Background: an optimization exercise with open tools, aiming at small area, a short achievable clock period and few clock cycles. Do not read the settings as production practice.
In this exercise RTL edits were held to simulation tests only and were not proved equivalent to the original.
Power and IR drop assume default switching activity.

### flow/run.sh
#!/bin/bash
# synth_recipe.tcl (not shown) runs the flow's synth.tcl, then flattens the netlist and writes it again
# the make line also repeats each setting of config.mk as NAME=value (left out here)
make -C /OpenROAD-flow-scripts/flow DESIGN_CONFIG=/design/flow/config.mk WORK_HOME=/design/flow/orfs CLKGATE_MAP_FILE= SYNTH_SCRIPT=/design/flow/synth_recipe.tcl finish
### flow/config.mk
export PLATFORM = sky130hd
export DESIGN_NAME = soma
export DESIGN_NICKNAME = soma
export VERILOG_FILES = /design/flow/design.v
export SDC_FILE = /design/flow/constraint.sdc
export NUM_CORES = 4
export LEC_CHECK = 0
export CAP_MARGIN = 20
export CORE_MARGIN = 2
export CORE_UTILIZATION = 40
export SLEW_MARGIN = 20
### flow/constraint.sdc
create_clock -name core_clock -period 8.0 [get_ports {clock}]
set_input_delay 1.6000 -clock core_clock [delete_from_list [all_inputs] [get_ports {clock}]]
set_output_delay 1.6000 -clock core_clock [all_outputs]
set_load 0.01 [all_outputs]
### flow/design.v
module soma
(
    input clock, reset, start, op,
    input [31:0] data_a, data_b,
    output [31:0] data_o,
    output busy, ready
);
    wire [23:0] pa_d;
    wire [24:0] qa_d;
    wire sub_d, ci_d, rc_d, rb_d, far_d, sgn_d;
    wire [7:0] e_d;
    soma_pre pre (.op(op), .a(data_a), .b(data_b), .pa(pa_d), .qa(qa_d),
                  .sub(sub_d), .ci(ci_d), .rc(rc_d), .rb(rb_d), .far(far_d),
                  .e(e_d), .sgn(sgn_d));
    reg [23:0] pa_q;
    reg [24:0] qa_q;
    reg sub_q, ci_q, rc_q, rb_q, far_q, sgn_q;
    reg [7:0] e_q;
    always @(posedge clock or posedge reset) begin
        if (reset) begin
            pa_q <= 24'd0;
            qa_q <= 25'd0;
            sub_q <= 1'b0;
            ci_q <= 1'b0;
            rc_q <= 1'b0;
            rb_q <= 1'b0;
            far_q <= 1'b0;
            e_q <= 8'd0;
            sgn_q <= 1'b0;
        end else if (start) begin
            pa_q <= pa_d;
            qa_q <= qa_d;
            sub_q <= sub_d;
            ci_q <= ci_d;
            rc_q <= rc_d;
            rb_q <= rb_d;
            far_q <= far_d;
            e_q <= e_d;
            sgn_q <= sgn_d;
        end
    end
    soma_post post (.pa(pa_q), .qa(qa_q), .sub(sub_q), .ci(ci_q), .rc(rc_q),
                    .rb(rb_q), .far(far_q), .e(e_q), .sgn(sgn_q), .o(data_o));
    assign ready = 1'b1;
    assign busy = 1'b0;
endmodule
module soma_pre
(
    input op,
    input [31:0] a, b,
    output [23:0] pa,
    output [24:0] qa,
    output sub, ci, rc, rb, far,
    output [7:0] e,
    output sgn
);
    wire [7:0] ea = a[30:23], eb = b[30:23];
    wire sa = a[31], sb = b[31];
    wire [7:0] dab = ea - eb;
    wire [7:0] dba = eb - ea;
    wire e_lt = ea < eb;
    wire e_eq = (ea == eb);
    wire f_gt = a[22:0] > b[22:0];
    wire abig = ~e_lt & (~e_eq | f_gt);
    wire [7:0] d = e_lt ? dba : dab;
    assign sub = (op != (sa == sb));
    wire dD = ({1'b0, ea} >= {1'b0, eb} + 9'd233) | ({1'b0, eb} >= {1'b0, ea} + 9'd233);
    wire regB = ~dD & (d >= 8'd105);   
    wire d1 = (d == 8'd1);
    wire near = (sub & (e_eq | d1)) | regB;
    wire sel_a = abig ^ dD;            
    wire [23:0] P = sel_a ? {1'b1, a[22:0]} : {1'b1, b[22:0]};
    wire [23:0] Q = sel_a ? {1'b1, b[22:0]} : {1'b1, a[22:0]};
    wire [7:0] sh = sel_a ? dab : dba;
    wire [6:0] dn = ~d[6:0];           
    reg [23:0] mask;
    integer i;
    always @* begin
        for (i = 0; i < 24; i = i + 1)
            mask[i] = ~regB | (~d[7] & (dn >= i));
    end
    wire [23:0] Pm = P & mask;
    wire zero_p = regB & ~|Pm;
    wire sh_big = |sh[7:5];
    wire [24:0] rin = sh_big ? 25'd0 : {Q, 1'b0};
    wire [24:0] s16 = sh[4] ? {16'd0, rin[24:16]} : rin;
    wire [24:0] s8 = sh[3] ? {8'd0, s16[24:8]} : s16;
    wire [24:0] s4 = sh[2] ? {4'd0, s8[24:4]} : s8;
    wire [24:0] s2 = sh[1] ? {2'd0, s4[24:2]} : s4;
    wire [24:0] sout = sh[0] ? {1'd0, s2[24:1]} : s2;
    wire sticky = sh_big | (sh[4] & |rin[15:0]) | (sh[3] & |s16[7:0])
                | (sh[2] & |s8[3:0]) | (sh[1] & |s4[1:0]) | (sh[0] & s2[0]);
    wire [24:0] Qn = e_eq ? {Q, 1'b0} : d1 ? {1'b0, Q} : {23'd0, sub, 1'b0};
    wire [24:0] Xn = {Pm, 1'b0} - Qn;
    reg [22:0] zs;
    always @* begin
        zs[0] = (d <= 8'd129);
        for (i = 1; i < 23; i = i + 1)
            zs[i] = ({1'b0, d} <= 9'd104 + i);
    end
    wire spec = zero_p | (dD & sub);
    wire [22:0] frac_s = sub ? (dD ? 23'h7FFFFF : zs) : 23'd0;
    wire [7:0] ea24 = ea - 8'd24, eb24 = eb - 8'd24;
    wire [7:0] ea80 = ea + 8'd80, eb80 = eb + 8'd80;
    wire [7:0] eP24 = sel_a ? ea24 : eb24;
    wire [7:0] es24 = sub ? (e_lt ? ea80 : eb80) : (e_lt ? ea24 : eb24);
    assign pa = spec ? {1'b1, frac_s} : near ? Xn[24:1] : Pm;
    assign qa = sout;
    assign ci = sub & ~sticky;
    assign rc = (d > 8'd2) & ~dD;
    assign rb = regB & sub & ~spec;
    assign far = ~(near | spec);
    assign e = spec ? es24 : eP24;
    assign sgn = (sa == sb) ? (op ? sa : (abig ? sa : ~sb))
                            : (op ? (abig ? sa : sb) : sa);
endmodule
module soma_post
(
    input [23:0] pa,
    input [24:0] qa,
    input sub, ci, rc, rb, far,
    input [7:0] e,
    input sgn,
    output [31:0] o
);
    wire [25:0] X;
    soma_ks26 adder (.x({1'b0, pa, 1'b0}), .y({1'b0, qa} ^ {26{sub}}), .ci(ci), .s(X));
    wire [24:0] H = X[25:1];
    wire [22:0] fpre = H[24] ? H[23:1] : H[23] ? H[22:0] : {H[21:0], 1'b0};
    wire [22:0] frac_f = fpre + {22'd0, X[0] & rc};
    wire [7:0] e23 = e + 8'd23, e24 = e + 8'd24, e25 = e + 8'd25;
    wire [7:0] exp_f = H[24] ? e25 : H[23] ? e24 : e23;
    wire [4:0] lz;                     
    soma_lz32 lzc (.x({pa, 8'h80}), .n(lz));
    wire [23:0] sp = pa << lz;
    wire [22:0] frac_n = {sp[22:1], sp[0] | rb};
    wire [7:0] exp_n = e24 - {3'd0, lz};
    assign o = {sgn, far ? exp_f : exp_n, far ? frac_f : frac_n};
endmodule
module soma_lz32 (input [31:0] x, output [4:0] n);
    wire [15:0] v1;
    wire [15:0] z1;
    genvar i;
    generate
        for (i = 0; i < 16; i = i + 1) begin : l1
            assign v1[i] = x[2*i+1] | x[2*i];
            assign z1[i] = ~x[2*i+1];
        end
    endgenerate
    wire [7:0] v2;
    wire [15:0] z2;
    generate
        for (i = 0; i < 8; i = i + 1) begin : l2
            assign v2[i] = v1[2*i+1] | v1[2*i];
            assign z2[2*i+1] = ~v1[2*i+1];
            assign z2[2*i] = v1[2*i+1] ? z1[2*i+1] : z1[2*i];
        end
    endgenerate
    wire [3:0] v3;
    wire [11:0] z3;
    generate
        for (i = 0; i < 4; i = i + 1) begin : l3
            assign v3[i] = v2[2*i+1] | v2[2*i];
            assign z3[3*i+2] = ~v2[2*i+1];
            assign z3[3*i+1:3*i] = v2[2*i+1] ? z2[4*i+3:4*i+2] : z2[4*i+1:4*i];
        end
    endgenerate
    wire [1:0] v4;
    wire [7:0] z4;
    generate
        for (i = 0; i < 2; i = i + 1) begin : l4
            assign v4[i] = v3[2*i+1] | v3[2*i];
            assign z4[4*i+3] = ~v3[2*i+1];
            assign z4[4*i+2:4*i] = v3[2*i+1] ? z3[6*i+5:6*i+3] : z3[6*i+2:6*i];
        end
    endgenerate
    assign n = {~v4[1], v4[1] ? z4[7:4] : z4[3:0]};
endmodule
module soma_ks26 (input [25:0] x, y, input ci, output [25:0] s);
    wire [25:0] p = x ^ y;
    wire [25:0] g0 = x & y;
    wire [25:0] G0 = {g0[25:1], g0[0] | (p[0] & ci)};
    wire [25:0] P0 = p;
    wire [25:0] G1, P1, G2, P2, G3, P3, G4, P4, G5, P5;
    genvar i;
    generate
        for (i = 0; i < 26; i = i + 1) begin : k1
            if (i >= 1) begin
                assign G1[i] = G0[i] | (P0[i] & G0[i-1]);
                assign P1[i] = P0[i] & P0[i-1];
            end else begin
                assign G1[i] = G0[i]; assign P1[i] = P0[i];
            end
            if (i >= 2) begin
                assign G2[i] = G1[i] | (P1[i] & G1[i-2]);
                assign P2[i] = P1[i] & P1[i-2];
            end else begin
                assign G2[i] = G1[i]; assign P2[i] = P1[i];
            end
            if (i >= 4) begin
                assign G3[i] = G2[i] | (P2[i] & G2[i-4]);
                assign P3[i] = P2[i] & P2[i-4];
            end else begin
                assign G3[i] = G2[i]; assign P3[i] = P2[i];
            end
            if (i >= 8) begin
                assign G4[i] = G3[i] | (P3[i] & G3[i-8]);
                assign P4[i] = P3[i] & P3[i-8];
            end else begin
                assign G4[i] = G3[i]; assign P4[i] = P3[i];
            end
            if (i >= 16) begin
                assign G5[i] = G4[i] | (P4[i] & G4[i-16]);
            end else begin
                assign G5[i] = G4[i];
            end
        end
    endgenerate
    assign s = p ^ {G5[24:0], ci};
endmodule
==> notes.md <==
==> metal layers <==
| metal | part of all wire | vias up | track usage |
|---|---|---|---|
| li1 | - | 7681 | - |
| met1 | 0.47 | 7516 | 0.439 |
| met4 | 0.036 | 0 | 0.104 |
| met2 | 0.43 | 660 | 0.469 |
| met5 | 0 | - | 0 |
| met3 | 0.068 | 106 | 0.0296 |
==> worst max-delay path, cell delays in order (launching register included) <==
cell             delay (ns)
dfrtp_1                0.34
buf_4                  0.29
xor2_1                 0.22
ha_1                   0.24
inv_1                  0.07
fa_1                   0.40
nor2b_1                0.17
o31a_1                 0.19
o31ai_2                0.10
a211oi_1               0.39
nor3_1                 0.13
mux2_1                 0.39
nand2_1                0.10
or3_1                  0.30
o21ai_0                0.08
ha_1                   0.19
ha_1                   0.20
nand2_1                0.07
a21o_1                 0.22
nand3b_1               0.32
a211oi_1               0.32
xor2_1                 0.16
mux2i_1                0.15
clkdlybuf4s50_1        0.56
==> cells by family after synthesis <==
kind of cell	count (synthesis)	synth area share
xor gates and xnor gates	126	0.0780
adders and majority gates	125	0.113
and+or+nand+nor	670	0.225
muxes	126	0.0918
buffers and inverters	202	0.0572
AOI/OAI and AO/OA	679	0.323
DFF	63	0.111
other	2	0.000531
==> Yosys cell counts (41+ instances only) <==
master / instances
dfrtp_1: 63
xnor2_1: 63
a21oi_1: 163
o21ai_0: 144
ha_1: 120
xor2_1: 63
inv_1: 91
mux2i_1: 106
clkbuf_1: 84
o211ai_1: 45
a21o_1: 41
nor3_1: 45
nand2_1: 195
nor2_1: 190
nand3_1: 64
==> power groups by stage <==
stage	clock network, mW	logic [mW]	registers, mW
after floorplan	0	3.57	0.506
after global placement	0	5.19	0.604
after detailed placement	0	5.23	0.611
after CTS	0.428	5.24	0.606
after global routing	0.440	5.82	0.619
final	0.420	5.33	0.611
==> path summary, 6_finish.rpt <==
check	from	to	slack (ns)
max in group asynchronous	reset	e_q[3]$_DFFE_PP0P_	5.65
min reg2reg	e_q[7]$_DFFE_PP0P_	e_q[7]$_DFFE_PP0P_	0.54
min	e_q[7]$_DFFE_PP0P_	e_q[7]$_DFFE_PP0P_	0.54
min in group asynchronous	reset	qa_q[14]$_DFFE_PP0P_	1.79
max reg2reg	far_q$_DFFE_PP0P_	far_q$_DFFE_PP0P_	6.33
max	sub_q$_DFFE_PP0P_	data_o[16]	0.45
==> cell type report <==
cell class              count  area (um^2)
fillers                  3619        18200
multi-input cells        1728        11800
repair buffers            217         1900
flip-flops and latches     63         1580
well taps                 455          569
inverters                  93          349
clock buffers               9          225
clock inverters             7         97.6
==> run_results.csv <==
group,metric,value,unit
pwr,seqPwrFrac,0.096,
layout,fin_nets,2305,
timing,hold_ws,0.536,ns
timing,finalHoldViolations,0,
cts,cts.sinks,63,
synth,synth_area_leaders,"dfrtp_1 11%, ha_1 11%, mux2i_1 7.5%",
pwr,p_leak,6.99,nW
synth,postSynthCellCount,1993,
worst_hold_path,hold_class,"flip-flop to flip-flop",
synth,synth_top_area_share,0.111,
critical_path,cp.arrival,5.95,ns
cts,htreeDepth,3,
critical_path,reg2reg_depth,3,
layout,layout-drive-gt1-share,0.0897,
layout,stdcell_count,2572,
floorplanning,dieHeight,192,um
routing,vias,16000,
cts,hold_buffers,0,
layout,final_common_cell,"nand2_1",
cts,cts_tree,"built",
synth,ys_seq_area_frac,0.111,
synth,syn_area,0.0141,mm^2
floorplanning,initial_core_util,0.407,
critical_path,start_kind,"flip-flop",
pwr,powerDensity,385,mW/mm^2
timing,fmax,132,MHz
global_routing,antenna_found_initial,0,
critical_path,end_kind,"primary output",
layout,synthToLayoutAreaGrowth,16.9,%
placed_design,dp_hpwl,46100,um
routing,routedWlPerCell,21.8,um
timing,slew_violations,0,
floorplanning,rows,68,
floorplanning,fp.dieW,192,um
routing,dr.pass1.iters,6,
synth,synthFlopType,"dfrtp_1",
floorplanning,core_area,0.0347,mm^2
critical_path,cp_max_fo,21,
cts,postCtsSetupBuffers,0,
routing,drtAntennaViolNets,0,
layout,reg_top3,"qa_q: 25 flops, pa_q: 24 flops, e_q: 8 flops",
timing,skew,0,ns
timing,fin_ws,0.445,ns
placed_design,port_buffers,99,
global_routing,grtUsageTotal,0.304,
layout,top_register,"qa_q",
synth,synth-seq-cells,63,
global_routing,grt_max_degree,90,
layout,final_area,0.0165,mm^2
synth,yosysWarnings,2,
pwr,switchingPower,3.53,mW
placed_design,pre_cts_ws,-0.0288,ns
synth,synth_cell_types,84,
synth,synth-edff-count,0,
timing,fin_crit,7.55,ns
synth,synth_nets,2186,
cts,clockRootBuffer,"clkbuf_16",
layout,final_cell_mix,"194 x nand2_1, 190 x nor2_1, 161 x a21oi_1",
worst_hold_path,hold_depth,2,
routing,drcViolationCount,0,
global_routing,grt_pass1_vias,15000,
pwr,p_int,2.83,mW
synth,avgSynthCellArea,7.10,um^2
synth,synth_area_leader_cell,"dfrtp_1",
floorplanning,io_pins,102,
timing,min_period_over_period,0.944,
global_routing,grt_overflow_total,0,
pwr,p_total,6.36,mW
critical_path,critPathKind,"flip-flop to primary output",
global_routing,grt_first_pass_wirelength,87800,um
pwr,pwr-share-clk,0.066,
cts,cts_resized,0,
cts,cts_buffers,9,
timing,grt_setup_unrepaired,"no",
pwr,pwr-share-comb,0.838,
critical_path,required,6.40,ns
timing,tns,0,ns
layout,post-route-util,0.476,
placed_design,dpl_cell_area,0.0162,mm^2
routing,routed_via_density,6.21,
outcome,status,"finished clean",
run,cap_viol_max_count,0,
floorplanning,die_area,0.0369,mm^2
routing,totalWireLength,56100,um
timing,tightest_slew,1.01,ns
synth,async_flop_share,1.00,
cts,clock_latency,0.34,ns
cts,clk_pin_slew_worst_paths,0.05,ns
placed_design,place.gp.congestion,1.07,
layout,diodes,0,
pwr,peakVddDrop,0.317,mV
routing,first_iter_violations,1631,
timing,slew_headroom,0.318,
timing,setup_viol,0,
pwr,swShare,0.555,
cts,cts_buffer_depth,2,
layout,largest_register_ffs,25,
placed_design,dpl.cell_count,2556,
Testbench counts, summed over its fixed seeds: cycles 3,208.

==> re-timing with driven ports <==
The results above use ideal ports. As a check the final layout listed here was re-extracted and re-timed, cells and wires unchanged. Step 1 (the two cells are an assumption about what drives the block):
set clk [get_ports {clock}]
set_driving_cell -lib_cell sky130_fd_sc_hd__clkbuf_16 $clk
set_driving_cell -lib_cell sky130_fd_sc_hd__buf_2 [delete_from_list [all_inputs] $clk]
Step 2, shift: input delay + t, output delay - t, t = (earliest + latest rising clock arrival at the registers) / 2. This alone moves slack from input paths to output paths. Slacks: ideal ports / drivers / drivers and shift; pairs: ideal ports / drivers.
t (ns): 0.380
setup WS [ns]: 0.445 / 0.401 / 0.119
worst slew at a driven data input, ns: 0.05
After both steps this run still meets setup and hold. The setup slack of this run moves by -0.044 ns with the drivers and by -0.326 ns with both steps.
